What follows belongs to an exercise in optimizing a design on an open flow for small area, a short achievable clock period and few clock cycles; a production flow would make more cautious choices. At most, simulation tests tie the RTL to the original design; equivalence was not proved. The clock port is modelled as an ideal driver; clocking choices that lean on that would not hold on a real chip. No activity file was given, so power comes from the tool's default toggle rates.

Design mips, start of the top module:
module mips(
	input wire clk,
	input wire rst,
	output wire [31:0] INST_ADDR,
	input wire [31:0] INST_DATA,
	output wire [31:0] DMEM_ADDR,
	output wire DMEM_WE,
	output wire [31:0] DMEM_WDATA,
	input wire [31:0] DMEM_RDATA
	);
	genvar gk, gb;
	reg  [31:0] pc;
	reg  [31:0] ras;
	reg         e_ld, e_st, e_br, e_bx, e_jr;      
	reg         e_cst;                   
	reg  [4:0]  e_rd;                    
	reg         e_fa_lo, e_fa_hi;
	reg         c_ab, c_mb, c_am, c_mm;
	reg         j_a, j_m;                
	reg         e_fb;                    
	reg         x_b, x_bn, x_m, x_mn, x_i, x_in;
	reg         h_b, h_br, h_m, h_mr;
	reg         e_sub;                   
	reg         s_m, s_a, s_c;
	reg         r_add, r_slt, r_and, r_or, r_xor, r_nor, r_srl, r_sll, r_b;
	reg         e_sra;
	reg  [4:0]  e_sa;
	reg  [31:0] e_a, e_b;
	reg  [31:0] e_x;
	reg         m_we, m_ld;
	reg  [4:0]  m_rd;
	reg  [31:0] m_res, m_wd;
	reg  [31:0] rf [1:31];
	reg  [31:1] rf_v;
	wire [31:0] fa = {{16{e_fa_hi}}, {16{e_fa_lo}}};
	wire [31:0] a = (fa & m_res) | (~fa & e_a);
	wire [31:0] bx = ({32{x_b}} & e_b) | ({32{x_bn}} & ~e_b)
	               | ({32{x_m}} & m_res) | ({32{x_mn}} & ~m_res)
	               | ({32{x_i}} & e_x) | ({32{x_in}} & ~e_x);
	wire [4:0]  sa;
	generate for (gb = 0; gb < 5; gb = gb + 1) begin : sam
		wire n0, n1, n2;
		g_nand2 u0(.a(s_m), .b(m_res[gb]), .y(n0));
		g_nand2 u1(.a(s_a), .b(e_a[gb]), .y(n1));
  ...
Size in the first run: roughly 6,600 cells after synthesis, about 160 I/O pins, roughly 64,000 sq um of cells after synthesis.
Settings: LEC_CHECK=0, CAP_MARGIN=20, CORE_MARGIN=2, CORE_UTILIZATION=40, PLACE_DENSITY=0.8, SLEW_MARGIN=20, SYNTH_HIERARCHICAL=1, SYNTH_MINIMUM_KEEP_SIZE=0; clock period 10.0 ns.
standard.sh (not shown) runs the stock make flow with config.mk's settings and CLKGATE_MAP_FILE= SYNTH_SCRIPT=/design/flow/synth_recipe.tcl, a recipe that flattens the netlist after the stock synthesis.
==> flow/flow/run.sh <==
#!/bin/bash
set -euo pipefail
MARGIN=6.5
bash standard.sh synth > synth.log 2>&1
SYNTH_ODB=orfs/results/sky130hd/mips/base/1_synth.odb openroad -no_init -exit flow/downsize.tcl > downsize.log 2>&1
bash standard.sh SETUP_SLACK_MARGIN=$MARGIN "CTS_ARGS=-sink_clustering_enable -repair_clock_nets -dont_use_dummy_load -buf_list sky130_fd_sc_hd__clkbuf_8 -sink_clustering_size 20" finish > layout.log 2>&1
==> flow/flow/downsize.tcl <==
# Set every combinational cell that synthesis mapped to a larger drive
# strength back to its smallest variant; the timing repair later in the flow
# sizes up the cells that need it.
set odb $::env(SYNTH_ODB)
read_db $odb
set db [ord::get_db]
set n 0
foreach inst [[ord::get_db_block] getInsts] {
  set m [$inst getMaster]
  set name [$m getName]
  if {[regexp {^sky130_fd_sc_hd__(df|edf|sdf|dl|sdl|conb|tap|fill|decap|diode)} $name]} { continue }
  if {[regexp {^(sky130_fd_sc_hd__[a-z0-9]+)_([0-9]+)$} $name -> base size] && $size > 1} {
    foreach s {1 0} {
      set nm [$db findMaster ${base}_$s]
      if {$nm ne "NULL" && $nm ne ""} {
        $inst swapMaster $nm
        incr n
        break
      }
    }
  }
}
puts "downsized $n cells"
write_db $odb
The first run produced a clean layout.
Testbench counts at the start, summed over its fixed seeds: cycles 74,576.
Change:
==> flow/flow/run.sh (replaced) <==
#!/bin/bash
set -euo pipefail
MARGIN=6.75
bash standard.sh synth > synth.log 2>&1
SYNTH_ODB=orfs/results/sky130hd/mips/base/1_synth.odb openroad -no_init -exit flow/downsize.tcl > downsize.log 2>&1
bash standard.sh SETUP_SLACK_MARGIN=$MARGIN "CTS_ARGS=-sink_clustering_enable -repair_clock_nets -dont_use_dummy_load -buf_list sky130_fd_sc_hd__clkbuf_8 -sink_clustering_size 20" "BUFFER_PORTS_ARGS=-buffer_cell sky130_fd_sc_hd__buf_2" \
  MATCH_CELL_FOOTPRINT=0 "SETUP_MOVE_SEQUENCE=unbuffer,sizeup,swap" finish > layout.log 2>&1
- PLACE_DENSITY: 0.8 -> unset
The changed run completed without violations.
Sequential cell count stays the same.
Final area increases by 1.4%.
Combinational power decreases by 15%.
Via count decreases by 3.9%.
Routed wire length increases by 5.4%.
Change:
--- a/flow/flow/run.sh
+++ b/flow/flow/run.sh
@@ -3 +3 @@
-MARGIN=6.75
+MARGIN=7
Result: Final area is higher by about 1.4%; cell count hardly moves; total power barely changes; register-to-register slack got worse by 30 ps; synthesized cell count does not change; utilization grows by 0.68 points; wire length went down by about 1.4%; critical path depth went up by 3.

Another version of the RTL of mips (not shown whole).
Size in the first run: ~65000 sq um of cells after synthesis.
==> flow/config.mk <==
export PLATFORM = sky130hd
export DESIGN_NAME = mips
export DESIGN_NICKNAME = mips
export VERILOG_FILES = /design/flow/design.v
export SDC_FILE = /design/flow/constraint.sdc
export NUM_CORES = 8
export LEC_CHECK = 0
export CAP_MARGIN = 20
export CORE_MARGIN = 2
export CORE_UTILIZATION = 40
export SLEW_MARGIN = 20
export SYNTH_HIERARCHICAL = 1
export SYNTH_MINIMUM_KEEP_SIZE = 0
==> flow/constraint.sdc <==
create_clock -name core_clock -period 10.0 [get_ports {clk}]
set_input_delay 2.0000 -clock core_clock [delete_from_list [all_inputs] [get_ports {clk}]]
set_output_delay 2.0000 -clock core_clock [all_outputs]
set_load 0.01 [all_outputs]
==> flow/flow/run.sh <==
#!/bin/bash
set -euo pipefail
MARGIN=6.5
bash standard.sh synth > synth.log 2>&1
SYNTH_ODB=orfs/results/sky130hd/mips/base/1_synth.odb openroad -no_init -exit flow/downsize.tcl > downsize.log 2>&1
bash standard.sh SETUP_SLACK_MARGIN=$MARGIN MATCH_CELL_FOOTPRINT=0 "CTS_ARGS=-sink_clustering_enable -repair_clock_nets -dont_use_dummy_load -buf_list sky130_fd_sc_hd__clkbuf_8 -sink_clustering_size 20" finish > layout.log 2>&1
Scripts as last shown in full above: flow/flow/downsize.tcl
The starting point passed the timing, design-rule and antenna checks.
Change:
Settings changed: CORE_UTILIZATION 40 to 60, PLACE_DENSITY set to 0.72.
Sequential share of layout area rose by 0.44 points.
Register-to-register slack gets worse by 0.20 ns.
Die area drops by 33%.
Area after synthesis is unchanged.
Change:
==> flow/flow/run.sh (replaced) <==
#!/bin/bash
set -euo pipefail
MARGIN=6.5
bash standard.sh synth > synth.log 2>&1
SYNTH_ODB=orfs/results/sky130hd/mips/base/1_synth.odb openroad -no_init -exit flow/downsize.tcl > downsize.log 2>&1
bash standard.sh SETUP_SLACK_MARGIN=$MARGIN "CTS_ARGS=-sink_clustering_enable -repair_clock_nets -dont_use_dummy_load -buf_list sky130_fd_sc_hd__clkbuf_8 -sink_clustering_size 20" finish > layout.log 2>&1
Settings changed: CORE_UTILIZATION 60 to 40, PLACE_DENSITY 0.72 to not set.
The new run finished clean; register-to-register slack improves by 0.17 ns; routed wire length rises by a few percent; worst setup slack improves by 0.057 ns; via count falls by a few percent; final area rises slightly; combinational power is about the same; die area rises by well over a third; final cell count rises by roughly a tenth; sequential power falls slightly.
Function was not checked in any run of this note: the RTL went through the layout flow alone.

Another version of the RTL of mips (not shown whole).
Size: ~6600 cells after synthesis, about 64000 sq um of cells after synthesis.
==> flow/config.mk <==
export PLATFORM = sky130hd
export DESIGN_NAME = mips
export DESIGN_NICKNAME = mips
export VERILOG_FILES = /design/flow/design.v
export SDC_FILE = /design/flow/constraint.sdc
export NUM_CORES = 8
export LEC_CHECK = 0
export CAP_MARGIN = 20
export CORE_MARGIN = 2
export CORE_UTILIZATION = 40
export SLEW_MARGIN = 20
export SYNTH_HIERARCHICAL = 1
export SYNTH_MINIMUM_KEEP_SIZE = 0
==> flow/constraint.sdc <==
create_clock -name core_clock -period 10.0 [get_ports {clk}]
set_input_delay 2.0000 -clock core_clock [delete_from_list [all_inputs] [get_ports {clk}]]
set_output_delay 2.0000 -clock core_clock [all_outputs]
set_load 0.01 [all_outputs]
==> flow/flow/run.sh <==
#!/bin/bash
set -euo pipefail
MARGIN=6.3
bash standard.sh synth > synth.log 2>&1
SYNTH_ODB=orfs/results/sky130hd/mips/base/1_synth.odb openroad -no_init -exit flow/downsize.tcl > downsize.log 2>&1
bash standard.sh SETUP_SLACK_MARGIN=$MARGIN "CTS_ARGS=-sink_clustering_enable -repair_clock_nets -dont_use_dummy_load -buf_list sky130_fd_sc_hd__clkbuf_8 -sink_clustering_size 20" finish > layout.log 2>&1
Scripts as last shown in full above: flow/flow/downsize.tcl
Change:
==> flow/flow/run.sh (replaced) <==
#!/bin/bash
set -euo pipefail
MARGIN=6.5
bash standard.sh synth > synth.log 2>&1
SYNTH_ODB=orfs/results/sky130hd/mips/base/1_synth.odb openroad -no_init -exit flow/downsize.tcl > downsize.log 2>&1
export RC_SCALE=1.2
H=$PWD/flow/rcscale.tcl
bash standard.sh SETUP_SLACK_MARGIN=$MARGIN "CTS_ARGS=-sink_clustering_enable -repair_clock_nets -dont_use_dummy_load -buf_list sky130_fd_sc_hd__clkbuf_8 -sink_clustering_size 20" \
  PRE_FLOORPLAN_TCL=$H PRE_GLOBAL_PLACE_TCL=$H PRE_RESIZE_TCL=$H PRE_CTS_TCL=$H PRE_GLOBAL_ROUTE_TCL=$H \
  finish > layout.log 2>&1
==> flow/flow/rcscale.tcl (new file) <==
set k $::env(RC_SCALE)
foreach {layer c r} {
  li1  1.499e-04   7.176e-02
  met1 1.72375e-04 8.929e-04
  met2 1.36233e-04 8.929e-04
  met3 2.14962e-04 1.567e-04
  met4 1.48128e-04 1.567e-04
  met5 1.54087e-04 1.781e-05
} {
  set_layer_rc -layer $layer -capacitance [expr {$c * $k}] -resistance [expr {$r * $k}]
}
set_wire_rc -signal -layer met1
set_wire_rc -clock -layer met3
Effect:
- clock-buffer cell count goes up by 21
- power is higher by 5.4%
- core utilization increases by 2.8 points
- via count rises by 2.7%
- routed wire length came out higher by 6.6%
- design area came out higher by 6.1%
- cell count grows by 2.2%
- critical path depth drops by 10
Change:
==> flow/flow/run.sh (replaced) <==
#!/bin/bash
set -euo pipefail
MARGIN=6.5
bash standard.sh synth > synth.log 2>&1
SYNTH_ODB=orfs/results/sky130hd/mips/base/1_synth.odb openroad -no_init -exit flow/downsize.tcl > downsize.log 2>&1
bash standard.sh SETUP_SLACK_MARGIN=$MARGIN "CTS_ARGS=-sink_clustering_enable -repair_clock_nets -dont_use_dummy_load -buf_list sky130_fd_sc_hd__clkbuf_8 -sink_clustering_size 20" "BUFFER_PORTS_ARGS=-buffer_cell sky130_fd_sc_hd__buf_4" finish > layout.log 2>&1
removed: flow/flow/rcscale.tcl
Effect: Wire length is lower by 6.6%; hold slack barely changes; worst setup slack gets better by 53 ps; cell count came out lower by 2.1%; via count falls by 4.0%; non-clock buffer count falls by 137.
No run of this note included a check of the RTL's function; only the layout flow was run.

[re-timing with driven ports]
The flow's constraints put no driver on any port. The routed layouts listed below were extracted and timed again, unchanged, in two steps.
Step 1 (the two cells are an assumption about what drives the block):
set clk [get_ports {clk}]
set_driving_cell -lib_cell sky130_fd_sc_hd__clkbuf_16 $clk
set_driving_cell -lib_cell sky130_fd_sc_hd__buf_2 [delete_from_list [all_inputs] $clk]
Step 2 moves the port delays by t, midway between the first and last clock arrival at a register: inputs arrive t later, outputs are due t later. That takes back most of the time a late clock gives input paths.
Slacks: ideal / step 1 / step 2; pairs: ideal / step 1.
run	t (ns)	setup slack, ns	worst hold slack (ns)	slew at the worst register clock pin (ns)	worst slew at a driven data input, ns
the first run of note 1	1.010	6.325 / 6.304 / 5.295	0.353 / 0.353 / 0.353	0.07 / 0.07	0.16
the second run of note 1	1.025	5.996 / 6.057 / 5.032	0.368 / 0.368 / 0.368	0.07 / 0.07	0.13
the third run of note 1	1.026	6.214 / 6.161 / 5.221	0.360 / 0.360 / 0.360	0.07 / 0.07	0.16
the first run of note 2	1.042	6.376 / 6.316 / 5.309	0.357 / 0.357 / 0.357	0.07 / 0.07	0.11
the second run of note 2	0.964	6.290 / 6.290 / 5.393	0.359 / 0.359 / 0.359	0.07 / 0.07	0.07
the third run of note 2	1.044	6.348 / 6.259 / 5.369	0.351 / 0.351 / 0.351	0.07 / 0.07	0.12
the first run of note 3	1.061	6.207 / 6.206 / 5.192	0.359 / 0.359 / 0.359	0.07 / 0.07	0.14
the second run of note 3	1.069	6.270 / 6.195 / 5.373	0.446 / 0.446 / 0.446	0.07 / 0.07	0.09
the third run of note 3	1.023	6.322 / 6.246 / 5.385	0.449 / 0.449 / 0.449	0.07 / 0.07	0.13
After both steps setup and hold are still met in every run listed. For the first run of note 2, which loses most, drivers alone change the setup slack by -0.060 ns; drivers and shift together by -1.067 ns.
